Context: an optimization exercise on an open-source flow, tuned for small area. The choices shown serve that exercise and are no tape-out recipe. At most, simulation tests tie the RTL to the original design; equivalence was not proved. No functional check of the RTL was part of runs 2 and 4. Power and IR drop assume default switching activity.

===== design/flow/design.v =====
`timescale 1ns / 1ps
module smg_display(
input clk,
input rst_n,
input number_en, 
input [19:0] number,
output reg [5:0] an,
output reg [7:0] sseg,
output reg warning
    );
reg [19:0] number_r;
reg [23:0] num;
reg [3:0] num_an;
reg finish;
reg [19:0] count1;
always @(posedge clk or negedge rst_n) begin
    if(!rst_n) begin
            number_r <= 0;
            num <= 0;
            warning <= 0;
            finish <= 0;  
    end
    else begin
        if(number_en == 1) begin
            number_r <= number;
            num <= 0;
            warning <= 0;
            finish <= 0;
        end
        else if(~finish) begin
            if(number_r > 20'b1111_0100_0010_0011_1111) begin 
                number_r <= number_r - 20'b1111_0100_0010_0100_0000;
                warning <= 1;
            end
            else begin
                if(number_r > 20'b0001_1000_0110_1001_1111) begin 
                    number_r <= number_r - 20'b0001_1000_0110_1010_0000; 
                    num[23:20] <= num[23:20] + 4'b1;
                end
                else begin
                    if(number_r > 20'b0000_0010_0111_0000_1111) begin 
                        number_r <= number_r - 20'b0000_0010_0111_0001_0000;
                        num[19:16] <= num[19:16] + 4'b1;
                    end
                    else begin
                        if(number_r > 20'b0000_0000_0011_1110_0111) begin 
                            number_r <= number_r - 20'b0000_0000_0011_1110_1000;
                            num[15:12] <= num[15:12] + 4'b1;
                        end
                        else begin
                            if(number_r > 20'b0000_0000_0000_0110_0011) begin 
                                number_r <= number_r - 20'b0000_0000_0000_0110_0100;
                                num[11:8] <= num[11:8] + 4'b1;
                            end
                            else begin
                                if(number_r > 20'b0000_0000_0000_0000_1001) begin 
                                    number_r <= number_r - 20'b0000_0000_0000_0000_1010;
                                    num[7:4] <= num[7:4] + 4'b1;
                                end
                                else begin
                                    num[3:0] <= number_r[3:0]; 
                                    finish <= 1;
                                end
                            end
                        end
                    end
                end
            end
        end
        else begin
            number_r <= number_r;
            num <= num;
            warning <= warning;
            finish <= finish;
        end
    end
end
always @(posedge clk or negedge rst_n) begin
    if(!rst_n) begin
        an <= 0; 
        count1 <= 0;
        num_an <= 0;
    end
    else begin
        if(count1 == 20'd9_9999) begin 
            an <= 6'b111110;
            num_an <= num[3:0];
            count1 <= count1 + 1;
        end
        else if(count1 == 20'd19_9999) begin
            an <= 6'b111101;
            num_an <= num[7:4];
            count1 <= count1 + 1;
        end
        else if(count1 == 20'd29_9999) begin
            an <= 6'b111011;
            num_an <= num[11:8];
            count1 <= count1 + 1;
        end
        else if(count1 == 20'd39_9999) begin
            an <= 6'b110111;
            num_an <= num[15:12];
            count1 <= count1 + 1;
        end
        else if(count1 == 20'd49_9999) begin
            an <= 6'b101111;
            num_an <= num[19:16];
            count1 <= count1 + 1;
        end
        else if(count1 == 20'd59_9999) begin
            an <= 6'b011111;
            num_an <= num[23:20];
            count1 <= 0;
        end
        else begin
            an <= an;
            num_an <= num_an;
            count1 <= count1 + 1;
        end
    end
end
always @(*) begin
    case(num_an) 
	4'b0000:
	    sseg <= 8'b1100_0000;
	4'b0001:
	    sseg <= 8'b1111_1001;
	4'b0010:
	    sseg <= 8'b1010_0100;				
	4'b0011:
	    sseg <= 8'b1011_0000;
	4'b0100:
	    sseg <= 8'b1001_1001;
	4'b0101:
	    sseg <= 8'b1001_0010;			
	4'b0110:
	    sseg <= 8'b1000_0010;
	4'b0111:
	    sseg <= 8'b1111_1000;
	4'b1000:
	    sseg <= 8'b1000_0000;
	4'b1001:
	    sseg <= 8'b1001_0000;
        default:
            sseg <= 8'b0000_0000; 
    endcase
end
endmodule

===== design/flow/run.sh =====
#!/bin/bash
# synth_recipe.tcl (not shown) runs the flow's synth.tcl, then flattens the netlist and writes it again
# the make line also repeats each setting of config.mk as NAME=value (left out here)
make -C /OpenROAD-flow-scripts/flow DESIGN_CONFIG=/design/flow/config.mk WORK_HOME=/design/flow/orfs CLKGATE_MAP_FILE= SYNTH_SCRIPT=/design/flow/synth_recipe.tcl finish

===== design/flow/config.mk =====
export PLATFORM = sky130hd
export DESIGN_NAME = smg_display
export DESIGN_NICKNAME = smg_display
export VERILOG_FILES = /design/flow/design.v
export SDC_FILE = /design/flow/constraint.sdc
export NUM_CORES = 4
export LEC_CHECK = 0
export CAP_MARGIN = 20
export CORE_MARGIN = 2
export CORE_UTILIZATION = 40
export SLEW_MARGIN = 20

===== design/flow/constraint.sdc =====
create_clock -name core_clock -period 10.0 [get_ports {clk}]
set_input_delay 2.0000 -clock core_clock [delete_from_list [all_inputs] [get_ports {clk}]]
set_output_delay 2.0000 -clock core_clock [all_outputs]
set_load 0.01 [all_outputs]

==> results of run 1 <==
## per-stage QoR
| stage | hold slack [ns] | utilization [%] | worst slack, ns | total power (W) |
|---|---|---|---|---|
| after floorplan | 0.449 | - | 6.84 | 0.000836 |
| after global placement | 0.474 | 43.9 | 6.26 | 0.000973 |
| after detailed placement | 0.487 | 43.9 | 6.22 | 0.000973 |
| after CTS | 0.500 | 46.3 | 6.04 | 0.00135 |
| after global routing | 0.523 | 46.4 | 5.88 | 0.00143 |
| final | 0.489 | 46.4 | 6.05 | 0.00135 |
## cells by family (layout without fill, tap and decap cells)
family                     count (synthesis)  count (layout)  synth area share (%)
AOI/OAI and AO/OA                        169             169                  20.3
xor gates and xnor gates                  41              41                  6.45
and+or+nand+nor                          268             268                  24.9
muxes                                     15              15                  2.83
DFF                                       76              76                  34.2
adders and majority gates                 32              32                  7.19
buffers and inverters                     52              75                  4.14
## critical path: stages, from the launching register on
cell             delay (ns)
dfrtp_1                0.43
inv_1                  0.11
ha_1                   0.28
nand2_1                0.07
o21ai_0                0.08
nor2_1                 0.10
clkdlybuf4s50_1        0.54
## state kept, by name (all words and copies together) (netlist names)
name      count
num          24
count1       20
number_r     20
an            6
num_an        4
finish        1
warning       1
## Yosys cell counts (7+ instances only)
cell type / n / area, um^2
dfrtp_1: 76 / 1900
o31ai_1: 7 / 52.6
nor4_1: 10 / 62.6
nor2_1: 86 / 323
clkbuf_1: 20 / 75.1
o211ai_1: 9 / 67.6
nand3_1: 29 / 145
ha_1: 32 / 400
a21o_1: 9 / 67.6
xnor2_1: 15 / 131
a21oi_1: 37 / 185
or3_1: 8 / 50.1
mux2i_1: 9 / 90.1
buf_2: 10 / 50.1
nor3_1: 17 / 85.1
nand2_1: 51 / 191
and3_1: 9 / 56.3
a22oi_1: 8 / 60.1
nand4_1: 12 / 75.1
a31oi_1: 11 / 68.8
inv_1: 16 / 60.1
o21ai_0: 39 / 195
xor2_1: 26 / 228
## layer usage
| layer | vias to the layer above | wire length [um] | GRT usage (%) |
|---|---|---|---|
| met1 | 2439 | 6740 | 27.5 |
| li1 | 2434 | - | - |
| met4 | 0 | 454 | 9.20 |
| met5 | - | 0 | 0 |
| met2 | 174 | 7500 | 36.6 |
| met3 | 36 | 780 | 3.32 |
## cell type report
class,instances,area [um^2],area share (%)
Clock buffer,10,239,3.76
Clock inverter,6,93.8,1.48
Inverter,18,67.6,1.06
Multi-Input combinational cell,525,3440,54.0
Sequential cell,76,1900,29.9
Tap cell,180,225,3.54
Timing Repair Buffer,41,397,6.24
## worst min path at each step
stage,slack [ns],to,cells after the start,from
2_1_floorplan,0.45,num[1]$_DFFE_PN0P_,2,num[1]$_DFFE_PN0P_
3_3_place_gp,0.47,an[2]$_DFFE_PN0P_,1,an[2]$_DFFE_PN0P_
3_5_place_dp,0.49,count1[4]$_DFF_PN0_,1,count1[4]$_DFF_PN0_
4_1_cts,0.50,count1[4]$_DFF_PN0_,1,count1[4]$_DFF_PN0_
5_1_grt,0.52,an[2]$_DFFE_PN0P_,1,an[2]$_DFFE_PN0P_
6_report,0.49,num[2]$_DFFE_PN0P_,2,num[2]$_DFFE_PN0P_
## power groups by stage
| stage | Clock [W] | Sequential [W] | Combinational, W |
|---|---|---|---|
| final | 0.000370 | 0.000457 | 0.000526 |
| after global routing | 0.000387 | 0.000465 | 0.000581 |
| after CTS | 0.000375 | 0.000453 | 0.000520 |
| after detailed placement | 0 | 0.000458 | 0.000516 |
| after global placement | 0 | 0.000457 | 0.000516 |
| after floorplan | 0 | 0.000391 | 0.000445 |
==> results.cfg, run 1 <==
[timing]
fin_crit_sh_pct = 39.5
setup_viol = 0
drv_slew = 0
period_minus_slack_ns = 3.95
rsz0062_at_grt = false
worst_pin_slew_ns = 1.09
setup_tns_ns = 0
clock_skew_ns = 0.00673
finalHoldViolations = 0
relSlewSlack_pct = 26.9
fmax_mhz = 253

[pwr]
irDropWorstVdd_v = 0.000125
leakagePower_nw = 2.66
sw_frac_of_total_pct = 41.8
power_frac_seq_pct = 33.8
clkPwrFrac_pct = 27.4
p_per_area_mw_per_mm2 = 213
p_comb_share_pct = 38.8
internal-power_w = 0.000787
p_switching_w = 0.000566

[placed_design]
place.gp.congestion = 0.928
place_inst = 840
portBuffers = 37
place_hpwl_um = 10900
place_area_mm2 = 0.00602

[drt]
drt_pass1_iterations = 5
wire_per_inst_um = 18.1
drtIter0Drc = 494
wl_um = 15500
vias_per_cell = 5.94
drc = 0
num_vias = 5083
antenna_left = 0

[clock_tree]
cts_buffers = 9
cts_sinks = 76
clock_latency_ns = 0.35
clockBufferDepth = 2
post_cts_resized = 0
cts-root-buf = clkbuf_16
path_clk_slew_ns = 0.06
ctsHoldBuffers = 0
cts_tree = done
h-tree-depth = 3
post_cts_buffers = 0

[synth]
synth_nets = 708
seq_area_frac_synth_pct = 34.2
ys.warnings.count = 1
synth_area_per_cell_um2 = 8.52
synth_edf_count = 0
synth-main-ff-cell = dfrtp_1
synthArstFlopShare_pct = 100
synth_cell_type_count = 72
synth-seq-cells = 76
netlist_area_mm2 = 0.00557
synthCells = 653

[floorplan]
die_height_um = 122
die_x_um = 122
rows = 43
die-area_mm2 = 0.0149
initial_core_util_pct = 40.6
ios = 38
core_area_mm2 = 0.0137

[final_layout]
final_cells = 856
num-fill-cells = 1360
n_antenna_cell = 0
design_area_mm2 = 0.00636
final_cell_mix = nor2_1, dfrtp_1, nand2_1, o21ai_0, a21oi_1
area_growth_pct = 14.3
layout-drive-gt1-share_pct = 7.84
final_nets = 726
final_common_cell = nor2_1

[setup_path]
r2r_setup_slack_ns = 6.36
criticalPathCategory = reg2out
startpoint = num_an[1]$_DFFE_PN0P_
crit_fanout = 6
start_kind = register
cp_data_arrival_time_ns = 1.95
worstPathRequired_ns = 8.00
timing.critical_path.to = sseg[3]
worstReg2RegStart = number_r[6]$_DFFE_PN0P_
ff2ff_path_depth = 10
cp-end-kind = primary output
r2r-end = number_r[9]$_DFFE_PN0P_

[global_routing]
overflow = 0
grt_first_pass_wirelength_um = 25200
track_usage_pct = 21.6
antenna_found_initial = 0
grt_pass1_vias = 4995
grt_max_degree = 77

[hold_path]
hp-class = reg2reg

[run_status]
status = timing/DRC/antenna clean

[job]
max_cap_viol_count = 0
==> run 2, diff against run 1 <==
==> design/flow/design.v (replaced) <==
module smg_display(
input clk,
input rst_n,
input number_en,
input [19:0] number,
output reg [5:0] an,
output reg [7:0] sseg,
output warning
    );
localparam [16:0] SCAN_T = 17'h01a32;
localparam [16:0] SCAN_R = 17'h03464;
reg [24:0] r;
reg [4:0]  c;             
wire busy = ~(c[4] & c[2]);
function [3:0] fix;
    input [3:0] d;
    input       en;
    reg         g;
    begin
        g = en & (d[3] | d[2] & (d[1] | d[0]));
        fix[3] = d[3] | g;
        fix[2] = g ? (d[3] & d[0]) : d[2];
        fix[1] = g ? (d[1] & d[0] | d[3] & ~d[0]) : d[1];
        fix[0] = d[0] ^ g;
    end
endfunction
wire [24:0] cr;
assign cr[3:0]   = fix(r[3:0],   1'b1);
assign cr[7:4]   = fix(r[7:4],   c[4] | c[3] | c[2]);
assign cr[11:8]  = fix(r[11:8],  c[4] | c[3]);
assign cr[15:12] = fix(r[15:12], c[4] | (c[3] & c[2]));
assign cr[19:16] = fix(r[19:16], c[4]);
assign cr[23:20] = fix(r[23:20], c[4] & c[1] & c[0]);
assign cr[24]    = r[24];
always @(posedge clk or negedge rst_n) begin
    if (!rst_n) begin
        r <= 25'd0;
        c <= 5'd20;
    end else if (number_en) begin
        r <= {number, 5'd0};
        c <= 5'd0;
    end else if (busy) begin
        r <= {cr[23:0], cr[24]};
        c <= c + 5'd1;
    end
end
assign warning = r[24];
reg [16:0] lfsr;
wire step = (lfsr == SCAN_T);
always @(posedge clk or negedge rst_n) begin
    if (!rst_n)
        lfsr <= SCAN_R;
    else
        lfsr <= {lfsr[15:0], lfsr[16] ^ lfsr[11] ^ step};
end
reg [2:0] idx;            
reg [3:0] num_an;
wire [2:0] nidx = (idx == 3'd5 || idx == 3'd7) ? 3'd0 : idx + 3'd1;
reg [3:0] dsel;
always @(*) begin
    case (nidx)
        3'd0: dsel = r[3:0];
        3'd1: dsel = r[7:4];
        3'd2: dsel = r[11:8];
        3'd3: dsel = r[15:12];
        3'd4: dsel = r[19:16];
        default: dsel = r[23:20];
    endcase
end
always @(posedge clk or negedge rst_n) begin
    if (!rst_n) begin
        idx <= 3'd7;
        num_an <= 4'd0;
    end else if (step) begin
        idx <= nidx;
        num_an <= dsel;
    end
end
always @(*) begin
    case (idx)
        3'd0: an = 6'b111110;
        3'd1: an = 6'b111101;
        3'd2: an = 6'b111011;
        3'd3: an = 6'b110111;
        3'd4: an = 6'b101111;
        3'd5: an = 6'b011111;
        default: an = 6'b000000;
    endcase
end
always @(*) begin
    case (num_an)
        4'd0: sseg = 8'hC0;
        4'd1: sseg = 8'hF9;
        4'd2: sseg = 8'hA4;
        4'd3: sseg = 8'hB0;
        4'd4: sseg = 8'h99;
        4'd5: sseg = 8'h92;
        4'd6: sseg = 8'h82;
        4'd7: sseg = 8'hF8;
        4'd8: sseg = 8'h80;
        4'd9: sseg = 8'h90;
        default: sseg = 8'h80;
    endcase
end
endmodule
==> design/flow/flow/run.sh (new file) <==
#!/bin/bash
# Standard ORFS layout, but the port buffers are the smallest buffer (buf_1)
# instead of the cell buffer_ports picks by default.
set -euo pipefail
export BUFFER_PORTS_ARGS="-buffer_cell sky130_fd_sc_hd__buf_1"
bash standard.sh > standard.log 2>&1
==> design/flow/standard.sh (new file) <==
#!/bin/bash
# synth_recipe.tcl (not shown) runs the flow's synth.tcl, then flattens the netlist and writes it again
# the make line also repeats each setting of config.mk as NAME=value (left out here)
make -C /OpenROAD-flow-scripts/flow DESIGN_CONFIG=/design/flow/config.mk WORK_HOME=/design/flow/orfs CLKGATE_MAP_FILE= SYNTH_SCRIPT=/design/flow/synth_recipe.tcl "${@:-finish}"
removed: design/flow/run.sh
==> results.cfg, run 2 <==
[placed_design]
place.gp.congestion = 0.752
place_ws_ns = 6.48
portBuffers = 36
place_hpwl_um = 4470

[setup_path]
cp_data_arrival_time_ns = 1.85
cp-end-kind = primary output
start_kind = register
crit_fanout = 10
worstPathRequired_ns = 8.00
criticalPathCategory = reg2out

[drt]
wl_um = 6490
num_vias = 2542
highest-signal-layer = met4
vias_per_cell = 5.32
wl_met1_um = 3200
drt_pass1_iterations = 4
drtIter0Drc = 169
drc = 0
wl_met2_um = 2950
wire_per_inst_um = 13.6
met3_length_um = 235
antenna_left = 0

[global_routing]
overflow = 0
grt_pass1_vias = 2397
grt_max_degree = 55
track_usage_pct = 16.2
grt_first_pass_wirelength_um = 11200
antenna_found_initial = 0

[timing]
relSlewSlack_pct = 36.2
drv_slew = 0
setup_viol = 0
fin_crit_sh_pct = 38.5
worst_pin_slew_ns = 0.954
finalWorstSetupSlack_ns = 6.15
period_minus_slack_ns = 3.85
fmax_mhz = 259
finalHoldViolations = 0
rsz0062_at_grt = false
setup_tns_ns = 0
clock_skew_ns = 0.00449

[final_layout]
final_cell_mix = nand2_1, dfrtp_1, nor2_1, o21ai_0, buf_1
regMostFlops = r
layout-drive-gt1-share_pct = 8.78
largest_reg_flops = 25
n_antenna_cell = 0
top_regs = r x25, lfsr x17, c x5
final_common_cell = nand2_1
fin_util_pct = 44.1
final_nets = 410
area_growth_pct = 8.32
num-fill-cells = 788

[clock_tree]
cts_tree = done
clock_latency_ns = 0.30
post_cts_buffers = 0
post_cts_resized = 0
path_clk_slew_ns = 0.09
h-tree-depth = 2
cts-root-buf = clkbuf_8
clockBufferDepth = 2
cts_sinks = 54
cts_buffers = 5
ctsHoldBuffers = 0

[synth]
synth-main-ff-cell = dfrtp_1
synth_edf_count = 0
synth_nets = 394
synth.area.top_cells = dfrtp_1, dfstp_2, nand2_1
synthCells = 359
synthArstFlopShare_pct = 100
yosysMostFrequentCell = nand2_1
synth-seq-cells = 54
synth_area_per_cell_um2 = 8.67
ys.warnings.count = 1
synth_cell_type_count = 51
ys_top_cells_by_count = nand2_1, dfrtp_1, nor2_1, o21ai_0, a21oi_1
seq_area_frac_synth_pct = 43.9
synth_top_area_share_pct = 34.6
netlist_area_mm2 = 0.00311
synth_area_leader_cell = dfrtp_1

[hold_path]
hp-class = reg2reg

[floorplan]
initial_core_util_pct = 40.7
rows = 32
core_area_mm2 = 0.00765
die-area_mm2 = 0.00850
die_x_um = 92.2
die_height_um = 92.2
ios = 38

[pwr]
leakagePower_nw = 1.39
p_per_area_mw_per_mm2 = 127
irDropWorstVdd_v = 0.0000550

[job]
max_cap_viol_count = 0

[run_status]
status = timing/DRC/antenna clean
[run 2: cell types whose count changed after synthesis, moves of 16 or more]
cell,delta
dfrtp_1,-33
nand3_1,-23
xor2_1,-24
nor2_1,-52
nor3_1,-16
ha_1,-20
[run 2: logic make-up after synthesis]
| family | synth area share [%] |
|---|---|
| multiplexers | 1.17 |
| AND/OR/NAND/NOR | 18.2 |
| flip-flops | 43.9 |
| buffers and inverters | 6.23 |
| adder cells (fa/ha/maj) | 4.82 |
| AO/OA/AOI/OAI | 24.4 |
| other | 0.121 |
| XOR/XNOR | 1.13 |
[run 2: final cells by class]
cell class                 instances  area [um^2]  share of cell area (%)
clock buffer                       5         68.8                    2.04
clock inverter                     3         40.0                    1.19
inverter                          19         71.3                    2.12
multi-input combinational        258         1550                    46.1
sequential                        54         1370                    40.5
tap                              102          128                    3.79
timing repair buffer              37          145                    4.31
[run 2: power by group]
group | leakage [nW] | switching [W] | internal [W] | total, W
registers | 0.664 | 0.0000185 | 0.000228 | 0.000247
logic | 0.665 | 0.0000214 | 0.0000175 | 0.0000389
clock network | 0.0579 | 0.0000691 | 0.0000737 | 0.000143
[run 2: through the flow]
step	cell area [um^2]	total power, W	instances	hold WS, ns
4_1_cts	3370	0.000433	478	0.373
3_5_place_dp	3260	0.000290	470	0.355
3_3_place_gp	3260	0.000290	470	0.355
6_report	3370	0.000429	478	0.374
5_1_grt	3370	0.000452	478	0.378
2_1_floorplan	3110	0.000273	359	0.346
[run 2: final timing paths]
| kind | startpoint | to | slack [ns] | cells after the start |
|---|---|---|---|---|
| max | idx[0]$_DFFE_PN1N_ | an[2] | 6.15 | 4 |
| min | lfsr[5]$_DFF_PN1_ | lfsr[6]$_DFF_PN1_ | 0.37 | 0 |
| max reg2reg | idx[1]$_DFFE_PN1N_ | num_an[3]$_DFFE_PN0N_ | 7.56 | 7 |
| min reg2reg | lfsr[5]$_DFF_PN1_ | lfsr[6]$_DFF_PN1_ | 0.37 | 0 |
| max in group asynchronous | rst_n | lfsr[4]$_DFF_PN0_ | 7.74 | 2 |
| min in group asynchronous | rst_n | r[6]$_DFFE_PN0P_ | 1.81 | 2 |
[run 2: per-layer routing]
layer,GRT usage (%),vias to the layer above
met1,22.6,1189
met5,0,-
met4,5.47,0
li1,-,1294
met3,3.12,9
met2,25.4,50
[run 2: critical path: stages, from the launching register on]
cell and delay, ns:
dfstp_2 0.62, inv_1 0.08, ha_1 0.32, or3_1 0.40, buf_1 0.13
==> run 3, diff against run 2 <==
--- a/design/flow/design.v
+++ b/design/flow/design.v
@@ -15,14 +15,7 @@
 function [3:0] fix;
     input [3:0] d;
     input       en;
-    reg         g;
-    begin
-        g = en & (d[3] | d[2] & (d[1] | d[0]));
-        fix[3] = d[3] | g;
-        fix[2] = g ? (d[3] & d[0]) : d[2];
-        fix[1] = g ? (d[1] & d[0] | d[3] & ~d[0]) : d[1];
-        fix[0] = d[0] ^ g;
-    end
+    fix = (en && d >= 4'd5) ? d + 4'd3 : d;
 endfunction
 wire [24:0] cr;
 assign cr[3:0]   = fix(r[3:0],   1'b1);
==> design/flow/run.sh (new file) <==
#!/bin/bash
# synth_recipe.tcl (not shown) runs the flow's synth.tcl, then flattens the netlist and writes it again
# the make line also repeats each setting of config.mk as NAME=value (left out here)
make -C /OpenROAD-flow-scripts/flow DESIGN_CONFIG=/design/flow/config.mk WORK_HOME=/design/flow/orfs CLKGATE_MAP_FILE= SYNTH_SCRIPT=/design/flow/synth_recipe.tcl finish
removed: design/flow/flow/run.sh
removed: design/flow/standard.sh
==> results.cfg, run 3 <==
[global_routing]
grt_pass1_vias = 2653
antenna_found_initial = 0
overflow = 0
grt_max_degree = 55
track_usage_pct = 18.1
grt_first_pass_wirelength_um = 13000

[drt]
drtIter0Drc = 141
wire_per_inst_um = 15.7
drc = 0
wl_um = 7590
num_vias = 2680
vias_per_cell = 5.55
antenna_left = 0
drt_pass1_iterations = 4

[floorplan]
ios = 38
rows = 33
die_x_um = 94.8
core_area_mm2 = 0.00809
die-area_mm2 = 0.00899
die_height_um = 94.8
initial_core_util_pct = 40.8

[final_layout]
regMostFlops = r
final_nets = 423
fin_util_pct = 47.2
design_area_mm2 = 0.00382
final_common_cell = dfrtp_1
largest_reg_flops = 25
layout-drive-gt1-share_pct = 12.2
area_growth_pct = 15.8
n_antenna_cell = 0
final_cells = 483
final_cell_mix = dfrtp_1, clkdlybuf4s50_1, nor2_1
top_regs = r x25, lfsr x17, c x5

[clock_tree]
path_clk_slew_ns = 0.12
cts_sinks = 54
post_cts_buffers = 0
cts_buffers = 5
ctsHoldBuffers = 0
cts_tree = done
h-tree-depth = 2
cts-root-buf = clkbuf_8
clock_latency_ns = 0.32
post_cts_resized = 0
clockBufferDepth = 2

[timing]
finalHoldViolations = 0
relSlewSlack_pct = 53.3
worst_pin_slew_ns = 0.701
fmax_mhz = 238
setup_tns_ns = 0
period_minus_slack_ns = 4.21
finalWorstSetupSlack_ns = 5.79
clock_skew_ns = 0.0139
fin_crit_sh_pct = 42.1
drv_slew = 0
setup_viol = 0
rsz0062_at_grt = false

[hold_path]
hp-class = reg2reg
hold_depth = 0
hold_path.startpoint = lfsr[3]$_DFF_PN0_

[setup_path]
start_kind = register
cp-end-kind = primary output
criticalPathCategory = reg2out
startpoint = idx[0]$_DFFE_PN1N_
worstReg2RegStart = idx[0]$_DFFE_PN1N_
cp_data_arrival_time_ns = 2.21
crit_fanout = 10
worstPathRequired_ns = 8.00
ff2ff_path_depth = 6

[synth]
yosysMostFrequentCell = dfrtp_1
synth_area_per_cell_um2 = 9.42
synth_top_area_share_pct = 32.6
seq_area_frac_synth_pct = 41.4
synth-main-ff-cell = dfrtp_1
ys_top_cells_by_count = dfrtp_1, nor2_1, ha_1, inv_1, nand2_1
synthCells = 350
synth.area.top_cells = dfrtp_1, dfstp_2, ha_1
synth_edf_count = 0
ys.warnings.count = 1
synth_cell_type_count = 58
synth_area_leader_cell = dfrtp_1
netlist_area_mm2 = 0.00330
synthArstFlopShare_pct = 100
synth-seq-cells = 54
synth_nets = 396

[run_status]
status = timing/DRC/antenna clean

[job]
max_cap_viol_count = 0

[placed_design]
place_ws_ns = 5.69
place.gp.congestion = 0.824
portBuffers = 36
place_area_mm2 = 0.00372
place_hpwl_um = 5370
place_inst = 475

[pwr]
leakagePower_nw = 1.57
p_per_area_mw_per_mm2 = 116
irDropWorstVdd_v = 0.0000558
==> run 3: changes by cell type in the layout (fill, tap and decap cells not counted), sizes merged, moves of 11 or more <==
cell / previous run / this run
buf: 35 / 3
clkdlybuf4s50: 0 / 35
ha: 12 / 23
mux2: 2 / 14
nand2: 47 / 24
o21ai: 39 / 22
==> run 3: power breakdown <==
group / internal (W) / switching [W]
sequential: 0.000229 / 0.0000161
combinational: 0.0000310 / 0.0000326
clock: 0.0000527 / 0.0000818
==> run 3: stage by stage <==
step,hold WS (ns),total power [W]
6_report,0.364,0.000443
5_1_grt,0.378,0.000466
4_1_cts,0.373,0.000446
3_5_place_dp,0.360,0.000313
3_3_place_gp,0.358,0.000310
2_1_floorplan,0.347,0.000283
==> run 3: cells by family after synthesis <==
logic type               Yosys count  share of synthesized area (%)
AO/OA/AOI/OAI                     94                           18.5
XOR/XNOR                           7                           1.86
adder cells (fa/ha/maj)           23                           8.73
buffers and inverters             41                           4.97
flip-flops                        54                           41.4
multiplexers                      18                           5.99
other                              1                          0.114
AND/OR/NAND/NOR                  112                           18.4
==> run 3: final timing paths <==
check	endpoint	slack, ns
hold reg to reg	lfsr[4]$_DFF_PN0_	0.36
hold / removal	lfsr[4]$_DFF_PN0_	0.36
max in group asynchronous	r[4]$_DFFE_PN0P_	7.73
setup reg to reg	num_an[1]$_DFFE_PN0N_	7.67
setup / recovery	an[2]	5.79
min in group asynchronous	lfsr[16]$_DFF_PN0_	1.80
==> run 3: final cells by class <==
class | count | area, um^2
clock buffer | 5 | 68.8
multi-input combinational | 255 | 1770
tap | 105 | 131
timing repair buffer | 38 | 370
sequential | 54 | 1370
fill | 821 | 4270
clock inverter | 3 | 28.8
inverter | 23 | 86.3
==> run 3: worst max-delay path, stage by stage (launching register included) <==
cell and delay, ns:
dfstp_2 0.65, inv_1 0.13, ha_1 0.27, or3_1 0.37, clkdlybuf4s50_1 0.48
==> run 3: per-layer routing <==
| metal | GRT usage [%] | share of wire [%] | up-vias |
|---|---|---|---|
| met3 | 2.79 | 3.1 | 6 |
| li1 | - | - | 1312 |
| met1 | 25.0 | 47 | 1313 |
| met5 | 0 | 0 | - |
| met2 | 30.4 | 49 | 49 |
| met4 | 3.38 | 0.92 | 0 |
==> run 4, diff against run 3 <==
--- a/design/flow/design.v
+++ b/design/flow/design.v
@@ -15,7 +15,14 @@
 function [3:0] fix;
     input [3:0] d;
     input       en;
-    fix = (en && d >= 4'd5) ? d + 4'd3 : d;
+    reg         g;
+    begin
+        g = en & (d[3] | d[2] & (d[1] | d[0]));
+        fix[3] = d[3] | g;
+        fix[2] = g ? (d[3] & d[0]) : d[2];
+        fix[1] = g ? (d[1] & d[0] | d[3] & ~d[0]) : d[1];
+        fix[0] = d[0] ^ g;
+    end
 endfunction
 wire [24:0] cr;
 assign cr[3:0]   = fix(r[3:0],   1'b1);
@@ -46,39 +53,20 @@
     else
         lfsr <= {lfsr[15:0], lfsr[16] ^ lfsr[11] ^ step};
 end
-reg [2:0] idx;            
 reg [3:0] num_an;
-wire [2:0] nidx = (idx == 3'd5 || idx == 3'd7) ? 3'd0 : idx + 3'd1;
-reg [3:0] dsel;
-always @(*) begin
-    case (nidx)
-        3'd0: dsel = r[3:0];
-        3'd1: dsel = r[7:4];
-        3'd2: dsel = r[11:8];
-        3'd3: dsel = r[15:12];
-        3'd4: dsel = r[19:16];
-        default: dsel = r[23:20];
-    endcase
-end
+wire pre = ~(an[0] | an[1]);
+wire [5:0] nan = {an[4:0] | {5{pre}}, an[5]};
+wire [3:0] dsel = ({4{~nan[0]}} & r[3:0])   | ({4{~nan[1]}} & r[7:4])
+                | ({4{~nan[2]}} & r[11:8])  | ({4{~nan[3]}} & r[15:12])
+                | ({4{~nan[4]}} & r[19:16]) | ({4{~nan[5]}} & r[23:20]);
 always @(posedge clk or negedge rst_n) begin
     if (!rst_n) begin
-        idx <= 3'd7;
+        an <= 6'b000000;
         num_an <= 4'd0;
     end else if (step) begin
-        idx <= nidx;
+        an <= nan;
         num_an <= dsel;
     end
-end
-always @(*) begin
-    case (idx)
-        3'd0: an = 6'b111110;
-        3'd1: an = 6'b111101;
-        3'd2: an = 6'b111011;
-        3'd3: an = 6'b110111;
-        3'd4: an = 6'b101111;
-        3'd5: an = 6'b011111;
-        default: an = 6'b000000;
-    endcase
 end
 always @(*) begin
     case (num_an)
==> design/flow/flow/run.sh (new file) <==
#!/bin/bash
# The standard ORFS layout (the standard.sh) with two changes:
#  - synthesis maps the logic with an area-oriented ABC script (flow/abc_area.script)
#    in place of ORFS's delay-oriented one; the clock period has ample slack;
#  - the port buffers are the smallest buffer (buf_1).
set -euo pipefail
here=$(pwd)
rm -rf "$here/scripts_own"
cp -r "$FLOW_HOME/scripts" "$here/scripts_own"
cp "$here/flow/abc_area.script" "$here/scripts_own/abc_speed.script"
export BUFFER_PORTS_ARGS="-buffer_cell sky130_fd_sc_hd__buf_1"
bash standard.sh SCRIPTS_DIR="$here/scripts_own" finish > standard.log 2>&1
==> design/flow/flow/abc_area.script (new file) <==
strash
&get -n
&fraig -x
&put
scorr
dc2
dretime
strash
dch -f
amap
topo
==> design/flow/standard.sh (new file) <==
#!/bin/bash
# synth_recipe.tcl (not shown) runs the flow's synth.tcl, then flattens the netlist and writes it again
# the make line also repeats each setting of config.mk as NAME=value (left out here)
make -C /OpenROAD-flow-scripts/flow DESIGN_CONFIG=/design/flow/config.mk WORK_HOME=/design/flow/orfs CLKGATE_MAP_FILE= SYNTH_SCRIPT=/design/flow/synth_recipe.tcl "${@:-finish}"
removed: design/flow/run.sh
==> results.cfg, run 4 <==
[global_routing]
grt_first_pass_wirelength_um = 10900
track_usage_pct = 19.4
antenna_found_initial = 0
top_usage_layer = met2
grtUsageMet3_pct = 6.81
gr-usage-met1_pct = 27.5
overflow = 0
met2_usage_pct = 28.8
grt_pass1_vias = 2201
grt_max_degree = 58

[drt]
antenna_left = 0
wl_um = 6330
drtIter0Drc = 198
drt_pass1_iterations = 4
drc = 0
vias_per_cell = 5.47
num_vias = 2236
wire_per_inst_um = 15.5

[final_layout]
largest_reg_flops = 25
final_common_cell = dfrtp_1
final_nets = 356
top_regs = r x25, lfsr x17, an x6
design_area_mm2 = 0.00309
final_cells = 409
n_antenna_cell = 0
final_cell_mix = dfrtp_1, nor2_1, buf_1, clkinv_1, o21ai_0
layout-drive-gt1-share_pct = 8.13
regMostFlops = r
area_growth_pct = 17.6

[placed_design]
place_inst = 393
place_area_mm2 = 0.00286
portBuffers = 36
place_hpwl_um = 4500
place.gp.congestion = 0.876

[floorplan]
die_x_um = 85.1
initial_core_util_pct = 41.4
die-area_mm2 = 0.00724
core_area_mm2 = 0.00635
die_height_um = 85.1
rows = 29
ios = 38

[hold_path]
hp-class = reg2reg

[pwr]
irDropWorstVdd_v = 0.0000871
power_w = 0.000538
leakagePower_nw = 1.26
p_per_area_mw_per_mm2 = 174

[synth]
synth_area_per_cell_um2 = 9.39
seq_area_frac_synth_pct = 54.6
synth.area.top_cells = dfrtp_1, dfstp_2, nor2_1
synth_area_leader_cell = dfrtp_1
synthCells = 280
ys_top_cells_by_count = dfrtp_1, nor2_1, clkinv_1
synthArstFlopShare_pct = 100
ys.warnings.count = 1
synth_edf_count = 0
synth-main-ff-cell = dfrtp_1
synth_nets = 309
synth_top_area_share_pct = 46.6
yosysMostFrequentCell = dfrtp_1
synth-seq-cells = 57
synth_cell_type_count = 32
netlist_area_mm2 = 0.00263

[clock_tree]
clock_latency_ns = 0.34
cts_tree = done
cts_buffers = 9
path_clk_slew_ns = 0.07
cts_sinks = 57
clockBufferDepth = 2
h-tree-depth = 3
ctsHoldBuffers = 0
post_cts_buffers = 0
post_cts_resized = 0
cts-root-buf = clkbuf_8

[timing]
setup_viol = 0
drv_slew = 0
period_minus_slack_ns = 4.41
fin_crit_sh_pct = 44.1
setup_tns_ns = 0
worst_pin_slew_ns = 0.879
clock_skew_ns = 0.00794
fmax_mhz = 227
relSlewSlack_pct = 41.3
finalHoldViolations = 0
rsz0062_at_grt = false

[run_status]
status = timing/DRC/antenna clean

[setup_path]
crit_fanout = 27
cp_data_arrival_time_ns = 4.63
start_kind = input pin
worstPathRequired_ns = 10.22
criticalPathCategory = in2reg
cp-end-kind = register

[job]
max_cap_viol_count = 0
## run 4: final timing paths
kind,from,endpoint,slack (ns),cells past startpoint
setup / recovery,number_en,r[23]$_DFFE_PN0P_,5.59,5
hold / removal,lfsr[12]$_DFF_PN1_,lfsr[13]$_DFF_PN1_,0.37,0
setup reg to reg,lfsr[10]$_DFF_PN1_,num_an[2]$_DFFE_PN0N_,7.83,5
hold reg to reg,lfsr[12]$_DFF_PN1_,lfsr[13]$_DFF_PN1_,0.37,0
max in group asynchronous,rst_n,r[17]$_DFFE_PN0P_,7.74,2
min in group asynchronous,rst_n,lfsr[11]$_DFF_PN0_,1.80,2
## run 4: layout make-up
type / count / area, um^2
Inverter: 34 / 128
Tap cell: 77 / 96.3
Clock inverter: 6 / 91.3
Sequential cell: 57 / 1440
Multi-Input combinational cell: 187 / 1050
Clock buffer: 10 / 138
Timing Repair Buffer: 38 / 151
Fill cell: 617 / 3260
## run 4: per-layer routing
| metal | share of wire [%] | routed length, um | up-vias |
|---|---|---|---|
| met5 | 0 | 0 | - |
| li1 | - | - | 1108 |
| met1 | 48 | 3010 | 1050 |
| met4 | 0.76 | 48 | 0 |
| met2 | 45 | 2870 | 73 |
| met3 | 6.4 | 403 | 5 |
## run 4: critical path: stages
cell	delay, ns
buf_1	0.32
clkinv_1	0.59
nand2_1	0.88
clkinv_1	0.41
o32a_1	0.43
## run 4: logic make-up after synthesis
group                    share of synthesized area, %
buffers and inverters                            5.43
AND/OR/NAND/NOR                                  13.0
flip-flops                                       54.6
other                                           0.143
AO/OA/AOI/OAI                                    23.9
adder cells (fa/ha/maj)                          2.86
## run 4: where the power goes
part	leakage, nW	switching, W	internal, W
logic	0.440	0.0000241	0.0000150
registers	0.711	0.0000128	0.000241
clock network	0.105	0.0000981	0.000147
total	1.26	0.000135	0.000403
## run 4: through the flow
| step | setup slack [ns] | hold WS, ns | utilization, % |
|---|---|---|---|
| after detailed placement | 5.24 | 0.355 | 45.1 |
| after global placement | 5.32 | 0.349 | 45.1 |
| after floorplan | 6.36 | 0.346 | - |
| after global routing | 5.25 | 0.378 | 48.7 |
| after CTS | 5.60 | 0.370 | 48.7 |
| final | 5.59 | 0.369 | 48.7 |
==> run 5, diff against run 4 <==
--- a/design/flow/design.v
+++ b/design/flow/design.v
@@ -68,19 +68,15 @@
         num_an <= dsel;
     end
 end
+wire [3:0] d = num_an;
 always @(*) begin
-    case (num_an)
-        4'd0: sseg = 8'hC0;
-        4'd1: sseg = 8'hF9;
-        4'd2: sseg = 8'hA4;
-        4'd3: sseg = 8'hB0;
-        4'd4: sseg = 8'h99;
-        4'd5: sseg = 8'h92;
-        4'd6: sseg = 8'h82;
-        4'd7: sseg = 8'hF8;
-        4'd8: sseg = 8'h80;
-        4'd9: sseg = 8'h90;
-        default: sseg = 8'h80;
-    endcase
+    sseg[7] = 1'b1;
+    sseg[6] = ~d[3] & ~d[2] & ~d[1] | d[2] & d[1] & d[0];
+    sseg[5] = ~d[3] & ~d[2] & d[0] | ~d[2] & d[1] | d[1] & d[0];
+    sseg[4] = d[2] & ~d[1] | d[0];
+    sseg[3] = ~d[3] & ~d[2] & ~d[1] & d[0] | d[2] & ~d[1] & ~d[0] | d[2] & d[1] & d[0];
+    sseg[2] = ~d[2] & d[1] & ~d[0];
+    sseg[1] = d[2] & ~d[1] & d[0] | d[2] & d[1] & ~d[0];
+    sseg[0] = ~d[3] & ~d[2] & ~d[1] & d[0] | d[2] & ~d[1] & ~d[0];
 end
 endmodule
==> design/flow/flow/run.sh (replaced) <==
#!/bin/bash
# The standard ORFS layout (the standard.sh) with these changes:
#  - synthesis maps the logic with an area-oriented ABC script (flow/abc_area.script)
#    in place of ORFS's delay-oriented one; the clock period has ample slack;
#  - the port buffers are the smallest buffer (buf_1);
#  - clock tree synthesis inserts no dummy load cells (CTS_ARGS below).
set -euo pipefail
here=$(pwd)
rm -rf "$here/scripts_own"
cp -r "$FLOW_HOME/scripts" "$here/scripts_own"
cp "$here/flow/abc_area.script" "$here/scripts_own/abc_speed.script"
export BUFFER_PORTS_ARGS="-buffer_cell sky130_fd_sc_hd__buf_1"
export CTS_ARGS="-sink_clustering_enable -repair_clock_nets -dont_use_dummy_load"
bash standard.sh SCRIPTS_DIR="$here/scripts_own" finish > standard.log 2>&1
==> results.cfg, run 5 <==
[run_status]
status = timing/DRC/antenna clean

[timing]
drv_slew = 0
fin_crit_sh_pct = 36.6
setup_tns_ns = 0
fmax_mhz = 273
worst_pin_slew_ns = 0.702
setup_viol = 0
finalHoldViolations = 0
rsz0062_at_grt = false
relSlewSlack_pct = 53.2
hold_ws_ns = 0.351
clock_skew_ns = 0.0205
period_minus_slack_ns = 3.66

[global_routing]
antenna_found_initial = 0
track_usage_pct = 18.0
grt_first_pass_wirelength_um = 9890
grt_max_degree = 58
overflow = 0
grt_pass1_vias = 2022

[clock_tree]
h-tree-depth = 3
post_cts_resized = 0
ctsHoldBuffers = 0
cts_buffers = 9
clock_latency_ns = 0.34
cts_tree = done
path_clk_slew_ns = 0.07
cts_sinks = 57
clockBufferDepth = 2
post_cts_buffers = 0
cts-root-buf = clkbuf_8

[final_layout]
final_common_cell = dfrtp_1
seqCellArea_mm2 = 0.00144
n_antenna_cell = 0
top_regs = r x25, lfsr x17, an x6
area_growth_pct = 14.0
final_nets = 333
regMostFlops = r
layout-drive-gt1-share_pct = 6.51
largest_reg_flops = 25
num-fill-cells = 614
final_cell_mix = dfrtp_1, nor2_1, buf_1, clkinv_1, o22ai_1
multi_input_comb_area_um2 = 960

[hold_path]
hp-class = reg2reg

[drt]
antenna_left = 0
num_vias = 2133
drtIter0Drc = 161
drc = 0
wire_per_inst_um = 15.6
vias_per_cell = 5.58
wl_um = 5950
wl_met1_um = 2840
met3_length_um = 456
highest-signal-layer = met4
wl_met2_um = 2580
drt_pass1_iterations = 6

[setup_path]
cp_data_arrival_time_ns = 3.86
worstPathRequired_ns = 10.19
cp-end-kind = register
path_cells = buf_1 -> nor2_1 -> clkinv_1 -> o22ai_1 -> a21oi_1
start_kind = input pin
slowest_stage = clkinv_1
criticalPathCategory = in2reg
cpPeakStageDelay_ns = 0.68
crit_fanout = 20

[floorplan]
die_height_um = 83.4
die-area_mm2 = 0.00696
rows = 28
initial_core_util_pct = 41.9
ios = 38
die_x_um = 83.4
core_area_mm2 = 0.00603

[synth]
synth_area_per_cell_um2 = 9.63
synth_area_leader_cell = dfrtp_1
seq_area_frac_synth_pct = 56.9
netlist_area_mm2 = 0.00252
yosysMostFrequentCell = dfrtp_1
synth_top_area_share_pct = 48.6
synth_edf_count = 0
synth-seq-cells = 57
synthCells = 262
synthArstFlopShare_pct = 100
ys.warnings.count = 1
synth-main-ff-cell = dfrtp_1
synth_nets = 286
synth_cell_type_count = 35
ys_top_cells_by_count = dfrtp_1, nor2_1, clkinv_1
synth.area.top_cells = dfrtp_1, dfstp_2, nor2_1

[pwr]
power_w = 0.000476
clkPwrFrac_pct = 32.5
p_per_area_mw_per_mm2 = 165
sw_frac_of_total_pct = 26.5
irDropWorstVdd_v = 0.0000873
p_switching_w = 0.000126
p_comb_share_pct = 11.2
leakagePower_nw = 1.18
internal-power_w = 0.000350
power_frac_seq_pct = 56.3

[job]
max_cap_viol_count = 0

[placed_design]
portBuffers = 36
place_hpwl_um = 4240
place.gp.congestion = 0.844
==> run 5: changes by cell type in the layout (fill, tap and decap cells not counted), moves of 3 or more <==
cell        before  now
clkinvlp_4       3    0
o22ai_1         18   22
ha_1             6    1
a22oi_1          7    4
nand3_1          2    8
nor2_1          48   42
o21ai_0         26   19
a21oi_1         22   10
clkinv_1        34   30
o21a_1           2    7
a211oi_1         5    2
a31oi_1          3    6
nand2_1         13   19
==> run 5: area by class of cell <==
| cell class | count | area share [%] |
|---|---|---|
| Sequential cell | 57 | 49.9 |
| Multi-Input combinational cell | 173 | 33.3 |
| Timing Repair Buffer | 38 | 5.26 |
| Clock buffer | 9 | 4.30 |
| Inverter | 30 | 3.91 |
| Tap cell | 75 | 3.26 |
==> run 5: cell families after synthesis <==
logic type      synth area share (%)
other cells                    0.149
flops                           56.9
buf+inv                         5.06
simple gates                    13.6
fa+ha+maj                      0.496
compound gates                  23.8
==> run 5: metal layers <==
metal | vias up | global-route usage [%]
met1 | 999 | 27.0
met3 | 8 | 6.06
met2 | 76 | 24.7
met4 | 0 | 5.43
li1 | 1050 | -
met5 | - | 0
==> run 5: path summary, 6_finish.rpt <==
path / from / cells past startpoint / end / slack (ns)
worst max-delay path: number_en / 5 / r[24]$_DFFE_PN0P_ / 6.34
worst min-delay path: lfsr[12]$_DFF_PN1_ / 0 / lfsr[13]$_DFF_PN1_ / 0.35
worst max register to register: c[2]$_DFFE_PN1P_ / 7 / r[24]$_DFFE_PN0P_ / 7.30
worst min register to register: lfsr[12]$_DFF_PN1_ / 0 / lfsr[13]$_DFF_PN1_ / 0.35
max in group asynchronous: rst_n / 2 / r[2]$_DFFE_PN0P_ / 7.72
min in group asynchronous: rst_n / 2 / lfsr[8]$_DFF_PN0_ / 1.79
==> run 5: stage by stage <==
step	cell area, um^2	setup WS (ns)	util [%]	cells
2_1_floorplan	2520	6.52	-	262
3_3_place_gp	2750	6.14	45.7	373
3_5_place_dp	2750	6.03	45.7	373
4_1_cts	2880	6.37	47.8	382
5_1_grt	2880	6.19	47.8	382
6_report	2880	6.34	47.8	382
==> run 5: power groups by stage <==
stage | registers [W] | logic (W) | clock network (W)
floorplan | 0.000264 | 0.0000371 | 0
global placement | 0.000271 | 0.0000530 | 0
detailed placement | 0.000271 | 0.0000542 | 0
CTS | 0.000267 | 0.0000542 | 0.000160
global route | 0.000271 | 0.0000624 | 0.000170
finish | 0.000268 | 0.0000536 | 0.000155
==> run 5: worst max-delay path, delay by kind of cell <==
family	cells	cell delay (ns)
and+or+nand+nor	1	0.48
AOI/OAI and AO/OA	2	0.49
buffers and inverters	2	0.88
==> run 6, diff against run 5 <==
--- a/design/flow/flow/run.sh
+++ b/design/flow/flow/run.sh
@@ -10,5 +10,5 @@
 cp -r "$FLOW_HOME/scripts" "$here/scripts_own"
 cp "$here/flow/abc_area.script" "$here/scripts_own/abc_speed.script"
 export BUFFER_PORTS_ARGS="-buffer_cell sky130_fd_sc_hd__buf_1"
-export CTS_ARGS="-sink_clustering_enable -repair_clock_nets -dont_use_dummy_load"
+export CTS_ARGS="-sink_clustering_enable -repair_clock_nets -dont_use_dummy_load -buf_list {sky130_fd_sc_hd__clkbuf_8 sky130_fd_sc_hd__clkbuf_16} -sink_clustering_size 60 -sink_clustering_max_diameter 300"
 bash standard.sh SCRIPTS_DIR="$here/scripts_own" finish > standard.log 2>&1
==> results.cfg, run 6 <==
[drt]
antenna_left = 0
wl_um = 5950
drtIter0Drc = 161
drc = 0
vias_per_cell = 5.58
num_vias = 2133
wire_per_inst_um = 15.6
drt_pass1_iterations = 6

[setup_path]
cp_data_arrival_time_ns = 3.86
worstReg2RegStart = c[2]$_DFFE_PN1P_
timing.critical_path.to = r[24]$_DFFE_PN0P_
cpPeakStageDelay_ns = 0.68
cp-end-kind = register
crit_fanout = 20
r2r-end = r[24]$_DFFE_PN0P_
startpoint = number_en
path_cells = buf_1 -> nor2_1 -> clkinv_1 -> o22ai_1 -> a21oi_1
slowest_stage = clkinv_1
criticalPathCategory = in2reg
r2r_setup_slack_ns = 7.30
path_depth = 5
ff2ff_path_depth = 7
cpLargestDelayFamily = buffers and inverters
start_kind = input pin
worstPathRequired_ns = 10.19
path_buf_inv = 2

[synth]
yosysMostFrequentCell = dfrtp_1
ys_top_cells_by_count = dfrtp_1, nor2_1, clkinv_1
synth-seq-cells = 57
synth-xor-area-share_pct = 0
ys.warnings.count = 1
synth_top_family_by_area = compound AO/OA/AOI/OAI gates
synthAdderAreaFrac_pct = 0.496
netlist_area_mm2 = 0.00252
muxShareOfSynthArea_pct = 0
seq_area_frac_synth_pct = 56.9
synth_cell_type_count = 35
synth.area.top_cells = dfrtp_1, dfstp_2, nor2_1
synth_area_per_cell_um2 = 9.63
synth-simple-area-share_pct = 13.6
synth-compound-area-share_pct = 23.8
synth-main-ff-cell = dfrtp_1
synth_nets = 286
synthCells = 262
synth_edf_count = 0
synth_area_leader_cell = dfrtp_1
synth_top_area_share_pct = 48.6
synthArstFlopShare_pct = 100

[timing]
drv_slew = 0
clock_skew_ns = 0.0205
period_minus_slack_ns = 3.66
setup_viol = 0
setup_tns_ns = 0
rsz0062_at_grt = false
worst_pin_slew_ns = 0.702
finalWorstSetupSlack_ns = 6.34
relSlewSlack_pct = 53.2
fmax_mhz = 273
fin_crit_sh_pct = 36.6
finalHoldViolations = 0

[pwr]
leakagePower_nw = 1.18
p_switching_w = 0.000126
p_comb_share_pct = 11.2
clkPwrFrac_pct = 32.5
irDropWorstVdd_v = 0.0000873
sw_frac_of_total_pct = 26.5
internal-power_w = 0.000350
power_frac_seq_pct = 56.3
p_per_area_mw_per_mm2 = 165

[clock_tree]
cts-root-buf = clkbuf_8
clock_latency_ns = 0.34
clockBufferDepth = 2
h-tree-depth = 3
path_clk_slew_ns = 0.07
post_cts_resized = 0
post_cts_buffers = 0
cts_tree = done
cts_buffers = 9
cts_sinks = 57
ctsHoldBuffers = 0

[placed_design]
place.gp.congestion = 0.844
place_ws_ns = 6.03
portBuffers = 36
place_hpwl_um = 4240

[global_routing]
antenna_found_initial = 0
top_usage_layer = met1
track_usage_pct = 18.0
gr-usage-met1_pct = 27.0
met2_usage_pct = 24.7
grtUsageMet3_pct = 6.06
grt_pass1_vias = 2022
grt_first_pass_wirelength_um = 9890
grt_max_degree = 58
overflow = 0

[floorplan]
die_x_um = 83.4
initial_core_util_pct = 41.9
die-area_mm2 = 0.00696
ios = 38
die_height_um = 83.4
rows = 28
core_area_mm2 = 0.00603

[final_layout]
final_common_cell = dfrtp_1
largest_reg_flops = 25
final_nets = 333
area_growth_pct = 14.0
n_antenna_cell = 0
regMostFlops = r
final_cell_mix = dfrtp_1, nor2_1, buf_1, clkinv_1, o22ai_1
top_regs = r x25, lfsr x17, an x6
layout-drive-gt1-share_pct = 6.51

[run_status]
status = timing/DRC/antenna clean

[hold_path]
hp-class = reg2reg

[job]
max_cap_viol_count = 0
==> run 6: cell counts after synthesis <==
No cell type changed its count.
==> run 6: cells by family (layout without fill, tap and decap cells) <==
logic type      Yosys count  after routing
compound gates           90             90
fa+ha+maj                 1              1
buf+inv                  32             77
other cells               1              1
simple gates             81             81
flops                    57             57
==> run 6: cell type report <==
type / instances / area [um^2]
Timing Repair Buffer: 38 / 151
Inverter: 30 / 113
Multi-Input combinational cell: 173 / 960
Sequential cell: 57 / 1440
Fill cell: 614 / 3150
Clock buffer: 9 / 124
Tap cell: 75 / 93.8
==> run 6: worst min path at each step <==
stage,from,to,slack [ns],depth (start not counted)
final,lfsr[12]$_DFF_PN1_,lfsr[13]$_DFF_PN1_,0.35,0
after global routing,lfsr[12]$_DFF_PN1_,lfsr[13]$_DFF_PN1_,0.36,0
after CTS,lfsr[12]$_DFF_PN1_,lfsr[13]$_DFF_PN1_,0.35,0
after detailed placement,lfsr[15]$_DFF_PN0_,lfsr[16]$_DFF_PN0_,0.35,0
after global placement,lfsr[14]$_DFF_PN0_,lfsr[15]$_DFF_PN0_,0.35,0
after floorplan,lfsr[0]$_DFF_PN0_,lfsr[1]$_DFF_PN0_,0.35,0
==> run 6: per-stage QoR <==
stage / power, W / area [um^2] / instances / util [%] / hold WS (ns)
after floorplan: 0.000301 / 2520 / 262 / - / 0.346
after global placement: 0.000324 / 2750 / 373 / 45.7 / 0.351
after detailed placement: 0.000325 / 2750 / 373 / 45.7 / 0.354
after CTS: 0.000481 / 2880 / 382 / 47.8 / 0.353
after global routing: 0.000503 / 2880 / 382 / 47.8 / 0.356
final: 0.000476 / 2880 / 382 / 47.8 / 0.351
==> run 6: layer usage <==
layer | vias up | routed length, um
li1 | 1050 | -
met1 | 999 | 2840
met2 | 76 | 2580
met3 | 8 | 456
met4 | 0 | 70
met5 | - | 0
==> run 6: power groups by stage <==
stage / sequential [W] / combinational [W] / clock, W
after global placement: 0.000271 / 0.0000530 / 0
after global routing: 0.000271 / 0.0000624 / 0.000170
after CTS: 0.000267 / 0.0000542 / 0.000160
after floorplan: 0.000264 / 0.0000371 / 0
after detailed placement: 0.000271 / 0.0000542 / 0
final: 0.000268 / 0.0000536 / 0.000155
==> run 7, diff against run 6 <==
--- a/design/flow/flow/run.sh
+++ b/design/flow/flow/run.sh
@@ -10,5 +10,5 @@
 cp -r "$FLOW_HOME/scripts" "$here/scripts_own"
 cp "$here/flow/abc_area.script" "$here/scripts_own/abc_speed.script"
 export BUFFER_PORTS_ARGS="-buffer_cell sky130_fd_sc_hd__buf_1"
-export CTS_ARGS="-sink_clustering_enable -repair_clock_nets -dont_use_dummy_load -buf_list {sky130_fd_sc_hd__clkbuf_8 sky130_fd_sc_hd__clkbuf_16} -sink_clustering_size 60 -sink_clustering_max_diameter 300"
+export CTS_ARGS="-sink_clustering_enable -repair_clock_nets -dont_use_dummy_load -buf_list {sky130_fd_sc_hd__clkbuf_4 sky130_fd_sc_hd__clkbuf_8} -sink_clustering_size 30 -sink_clustering_max_diameter 200"
 bash standard.sh SCRIPTS_DIR="$here/scripts_own" finish > standard.log 2>&1
==> results.cfg, run 7 <==
[run_status]
status = timing/DRC/antenna clean

[clock_tree]
cts-root-buf = clkbuf_8
post_cts_buffers = 0
path_clk_slew_ns = 0.07
cts_tree = done
clock_latency_ns = 0.34
post_cts_resized = 0
cts_sinks = 57
h-tree-depth = 3
cts_buffers = 9
ctsHoldBuffers = 0
clockBufferDepth = 2

[synth]
muxShareOfSynthArea_pct = 0
ys.warnings.count = 1
synth.area.top_cells = dfrtp_1, dfstp_2, nor2_1
synth-main-ff-cell = dfrtp_1
synthCells = 262
synth_cell_type_count = 35
yosysMostFrequentCell = dfrtp_1
synth_edf_count = 0
synth_top_area_share_pct = 48.6
seq_area_frac_synth_pct = 56.9
synth_nets = 286
synthArstFlopShare_pct = 100
synth-seq-cells = 57
ys_top_cells_by_count = dfrtp_1, nor2_1, clkinv_1
synth-simple-area-share_pct = 13.6
synth_top_family_by_area = compound AO/OA/AOI/OAI gates
netlist_area_mm2 = 0.00252
synth_area_per_cell_um2 = 9.63
synth_area_leader_cell = dfrtp_1
synth-compound-area-share_pct = 23.8
synthAdderAreaFrac_pct = 0.496
synth-xor-area-share_pct = 0

[global_routing]
antenna_found_initial = 0
grt_pass1_vias = 2022
grt_first_pass_wirelength_um = 9890
track_usage_pct = 18.0
overflow = 0
grt_max_degree = 58

[final_layout]
area_growth_pct = 14.0
final_cells = 382
layout-drive-gt1-share_pct = 6.51
regMostFlops = r
final_cell_mix = dfrtp_1, nor2_1, buf_1, clkinv_1, o22ai_1
final_common_cell = dfrtp_1
fin_util_pct = 47.8
seqCellArea_mm2 = 0.00144
multi_input_comb_area_um2 = 960
n_antenna_cell = 0
top_regs = r x25, lfsr x17, an x6
largest_reg_flops = 25
final_nets = 333
num-fill-cells = 614

[setup_path]
path_cells = buf_1 -> nor2_1 -> clkinv_1 -> o22ai_1 -> a21oi_1
path_depth = 5
ff2ff_path_depth = 7
slowest_stage = clkinv_1
cpLargestDelayFamily = buffers and inverters
worstPathRequired_ns = 10.19
crit_fanout = 20
criticalPathCategory = in2reg
path_buf_inv = 2
cp_data_arrival_time_ns = 3.86
start_kind = input pin
cpPeakStageDelay_ns = 0.68
cp-end-kind = register

[timing]
fin_crit_sh_pct = 36.6
worst_pin_slew_ns = 0.702
period_minus_slack_ns = 3.66
setup_viol = 0
fmax_mhz = 273
setup_tns_ns = 0
finalWorstSetupSlack_ns = 6.34
drv_slew = 0
finalHoldViolations = 0
relSlewSlack_pct = 53.2
clock_skew_ns = 0.0205
rsz0062_at_grt = false

[hold_path]
hold_depth = 0
hp-class = reg2reg

[drt]
num_vias = 2133
wire_per_inst_um = 15.6
drtIter0Drc = 161
wl_met2_um = 2580
drt_pass1_iterations = 6
antenna_left = 0
vias_per_cell = 5.58
wl_um = 5950
highest-signal-layer = met4
wl_met1_um = 2840
met3_length_um = 456
drc = 0

[placed_design]
place_hpwl_um = 4240
portBuffers = 36
place.gp.congestion = 0.844
place_ws_ns = 6.03
place_inst = 373

[pwr]
leakagePower_nw = 1.18
power_w = 0.000476
p_per_area_mw_per_mm2 = 165
irDropWorstVdd_v = 0.0000873

[floorplan]
die-area_mm2 = 0.00696
core_area_mm2 = 0.00603
rows = 28
die_x_um = 83.4
ios = 38
initial_core_util_pct = 41.9
die_height_um = 83.4

[job]
max_cap_viol_count = 0
[run 7: through the flow]
| step | area (um^2) | hold slack, ns |
|---|---|---|
| after CTS | 2880 | 0.353 |
| after global placement | 2750 | 0.351 |
| after detailed placement | 2750 | 0.354 |
| final | 2880 | 0.351 |
| after floorplan | 2520 | 0.346 |
| after global routing | 2880 | 0.356 |
[run 7: where the power goes]
part	internal (W)	total, W	switching, W
Sequential	0.000248	0.000268	0.0000201
Clock	0.0000795	0.000155	0.0000753
Combinational	0.0000226	0.0000536	0.0000310
Total	0.000350	0.000476	0.000126
[run 7: kinds of logic after synthesis]
logic type | Yosys count
simple gates | 81
buf+inv | 32
fa+ha+maj | 1
other cells | 1
flops | 57
compound gates | 90
[run 7: final timing paths]
check	to	start	slack, ns
min reg2reg	lfsr[13]$_DFF_PN1_	lfsr[12]$_DFF_PN1_	0.35
max reg2reg	r[24]$_DFFE_PN0P_	c[2]$_DFFE_PN1P_	7.30
min in group asynchronous	lfsr[8]$_DFF_PN0_	rst_n	1.79
min	lfsr[13]$_DFF_PN1_	lfsr[12]$_DFF_PN1_	0.35
max	r[24]$_DFFE_PN0P_	number_en	6.34
max in group asynchronous	r[2]$_DFFE_PN0P_	rst_n	7.72
[run 7: layout make-up]
class	count	share of cell area (%)
clock buffers	9	4.30
flip-flops and latches	57	49.9
well taps	75	3.26
multi-input cells	173	33.3
repair buffers	38	5.26
inverters	30	3.91
[run 7: metal layers]
layer | GRT usage (%) | up-vias
li1 | - | 1050
met3 | 6.06 | 8
met1 | 27.0 | 999
met5 | 0 | -
met4 | 5.43 | 0
met2 | 24.7 | 76
==> run 8, diff against run 7 <==
--- a/design/flow/flow/run.sh
+++ b/design/flow/flow/run.sh
@@ -10,5 +10,5 @@
 cp -r "$FLOW_HOME/scripts" "$here/scripts_own"
 cp "$here/flow/abc_area.script" "$here/scripts_own/abc_speed.script"
 export BUFFER_PORTS_ARGS="-buffer_cell sky130_fd_sc_hd__buf_1"
-export CTS_ARGS="-sink_clustering_enable -repair_clock_nets -dont_use_dummy_load -buf_list {sky130_fd_sc_hd__clkbuf_4 sky130_fd_sc_hd__clkbuf_8} -sink_clustering_size 30 -sink_clustering_max_diameter 200"
+export CTS_ARGS="-sink_clustering_enable -repair_clock_nets -dont_use_dummy_load -buf_list {sky130_fd_sc_hd__clkbuf_2 sky130_fd_sc_hd__clkbuf_4} -sink_clustering_size 20"
 bash standard.sh SCRIPTS_DIR="$here/scripts_own" finish > standard.log 2>&1
==> results.cfg, run 8 <==
[run_status]
status = timing/DRC/antenna clean

[timing]
period_minus_slack_ns = 3.55
hold_ws_ns = 0.349
clock_skew_ns = 0.0281
setup_viol = 0
setup_tns_ns = 0
relSlewSlack_pct = 53.4
finalWorstSetupSlack_ns = 6.45
rsz0062_at_grt = false
worst_pin_slew_ns = 0.700
drv_slew = 0
fmax_mhz = 282
finalHoldViolations = 0
fin_crit_sh_pct = 35.5

[pwr]
internal-power_w = 0.000311
p_comb_share_pct = 12.4
power_frac_seq_pct = 61.7
p_switching_w = 0.000122
p_per_area_mw_per_mm2 = 154
leakagePower_nw = 1.16
irDropWorstVdd_v = 0.0000706
sw_frac_of_total_pct = 28.2
clkPwrFrac_pct = 25.9

[synth]
seq_area_frac_synth_pct = 56.9
synth_cell_type_count = 35
synthArstFlopShare_pct = 100
synth_edf_count = 0
yosysMostFrequentCell = dfrtp_1
synth-main-ff-cell = dfrtp_1
synth.area.top_cells = dfrtp_1, dfstp_2, nor2_1
synth-seq-cells = 57
netlist_area_mm2 = 0.00252
synthCells = 262
synth_nets = 286
ys.warnings.count = 1
synth_area_per_cell_um2 = 9.63
synth_top_area_share_pct = 48.6
synth_area_leader_cell = dfrtp_1
ys_top_cells_by_count = dfrtp_1, nor2_1, clkinv_1

[global_routing]
grt_max_degree = 58
antenna_found_initial = 0
grt_first_pass_wirelength_um = 9870
grt_pass1_vias = 2014
track_usage_pct = 18.1
overflow = 0

[clock_tree]
cts_sinks = 57
cts_buffers = 9
post_cts_resized = 0
post_cts_buffers = 0
path_clk_slew_ns = 0.10
cts_tree = done
clock_latency_ns = 0.39
h-tree-depth = 3
cts-root-buf = clkbuf_4
clockBufferDepth = 2
ctsHoldBuffers = 0

[final_layout]
layout-drive-gt1-share_pct = 6.51
final_nets = 333
top_regs = r x25, lfsr x17, an x6
largest_reg_flops = 25
final_common_cell = dfrtp_1
regMostFlops = r
n_antenna_cell = 0
area_growth_pct = 11.8
final_cell_mix = dfrtp_1, nor2_1, buf_1, clkinv_1, o22ai_1

[hold_path]
hp-class = reg2reg
hold_path_end = lfsr[13]$_DFF_PN1_
hold_path.startpoint = lfsr[12]$_DFF_PN1_
hold_depth = 0

[setup_path]
cpLargestDelayFamily = buffers and inverters
crit_fanout = 20
cpPeakStageDelay_ns = 0.66
slowest_stage = clkinv_1
criticalPathCategory = in2reg
ff2ff_path_depth = 7
r2r-end = r[24]$_DFFE_PN0P_
start_kind = input pin
worstReg2RegStart = c[2]$_DFFE_PN1P_
r2r_setup_slack_ns = 7.32
path_buf_inv = 2
path_cells = buf_1 -> nor2_1 -> clkinv_1 -> o22ai_1 -> a21oi_1
cp-end-kind = register
cp_data_arrival_time_ns = 3.81
worstPathRequired_ns = 10.26

[drt]
num_vias = 2152
drt_pass1_iterations = 5
wire_per_inst_um = 15.6
wl_um = 5960
drc = 0
antenna_left = 0
drtIter0Drc = 157
vias_per_cell = 5.63

[floorplan]
core_area_mm2 = 0.00603
die-area_mm2 = 0.00696
rows = 28
ios = 38
die_x_um = 83.4
initial_core_util_pct = 41.9
die_height_um = 83.4

[placed_design]
place_hpwl_um = 4240
place_ws_ns = 6.03
place.gp.congestion = 0.844
portBuffers = 36

[job]
max_cap_viol_count = 0
[run 8: power groups by stage]
stage / Sequential (W) / Combinational [W] / Clock (W)
5_1_grt: 0.000270 / 0.0000623 / 0.000128
2_1_floorplan: 0.000264 / 0.0000371 / 0
3_3_place_gp: 0.000271 / 0.0000530 / 0
3_5_place_dp: 0.000271 / 0.0000542 / 0
6_report: 0.000267 / 0.0000536 / 0.000112
4_1_cts: 0.000267 / 0.0000544 / 0.000117
[run 8: worst max-delay path by stage]
stage | startpoint | depth (start not counted) | to | slack [ns]
floorplan | number_en | 5 | r[18]$_DFFE_PN0P_ | 6.52
global placement | number_en | 4 | r[18]$_DFFE_PN0P_ | 6.14
detailed placement | number_en | 5 | r[24]$_DFFE_PN0P_ | 6.03
CTS | number_en | 5 | r[24]$_DFFE_PN0P_ | 6.45
global route | number_en | 5 | r[24]$_DFFE_PN0P_ | 6.28
finish | number_en | 5 | r[24]$_DFFE_PN0P_ | 6.45
[run 8: final cells by class]
type,count,area [um^2]
clock buffer,9,67.6
fill,617,3200
inverter,30,113
multi-input combinational,173,960
sequential,57,1440
tap,75,93.8
timing repair buffer,38,151
[run 8: through the flow]
step,util (%),cell area (um^2),total power (W),cells
after detailed placement,45.7,2750,0.000325,373
after floorplan,-,2520,0.000301,262
final,46.8,2820,0.000433,382
after global placement,45.7,2750,0.000324,373
after global routing,46.8,2820,0.000460,382
after CTS,46.8,2820,0.000438,382
[run 8: routing by layer]
metal	vias to the layer above	part of all wire, %	track usage [%]
li1	1056	-	-
met4	0	1.5	5.87
met5	-	0	0
met3	8	9.0	6.76
met2	82	43	24.6
met1	1006	47	26.7
[run 8: cells by family (layout without fill, tap and decap cells)]
family	after synthesis	in the layout	synth area share (%)
AO/OA/AOI/OAI	90	90	23.8
AND/OR/NAND/NOR	81	81	13.6
flip-flops	57	57	56.9
buffers and inverters	32	77	5.06
adder cells (fa/ha/maj)	1	1	0.496
other	1	1	0.149
[run 8: worst register-to-register path, delay by kind of cell (launching register included)]
family / cells / cell delay, ns
buffers and inverters: 3 / 0.91
flip-flops: 1 / 0.59
AND/OR/NAND/NOR: 2 / 0.58
AO/OA/AOI/OAI: 2 / 0.48

-- port drivers added, routing unchanged --
How much do the figures lean on ideal ports? The routed layouts below were timed once more, with nothing changed but the port constraints. Step 1 assumes that a clkbuf_16 drives the clock port and a buf_2 every other input. Step 2 moves the port delays by t, midway between the first and last clock arrival at a register: inputs arrive t later, outputs are due t later. That takes back most of the time a late clock gives input paths. Slacks: ideal / step 1 / step 2; pairs: ideal / step 1.
run	t (ns)	setup slack, ns	worst setup path after step 2	worst register clock-pin slew, ns	worst data-port slew with drivers (ns)
run 1	0.383	6.050 / 6.011 / 6.227	input to register	0.07 / 0.07	0.04
run 2	0.333	6.146 / 6.116 / 6.448	register to output	0.09 / 0.09	0.03
run 3	0.339	5.792 / 5.762 / 5.684	input to register	0.12 / 0.12	0.03
run 4	0.366	5.588 / 5.593 / 5.227	input to register	0.07 / 0.07	0.03
run 5	0.353	6.335 / 6.342 / 5.989	input to register	0.07 / 0.07	0.03
run 6	0.353	6.335 / 6.342 / 5.989	input to register	0.07 / 0.07	0.03
run 7	0.353	6.335 / 6.342 / 5.989	input to register	0.07 / 0.07	0.03
run 8	0.411	6.450 / 6.450 / 6.044	input to register	0.10 / 0.10	0.03
After both steps setup and hold are still met in every run listed. For run 8, which loses most, drivers alone change the setup slack by 0.000 ns; drivers and shift together by -0.406 ns.
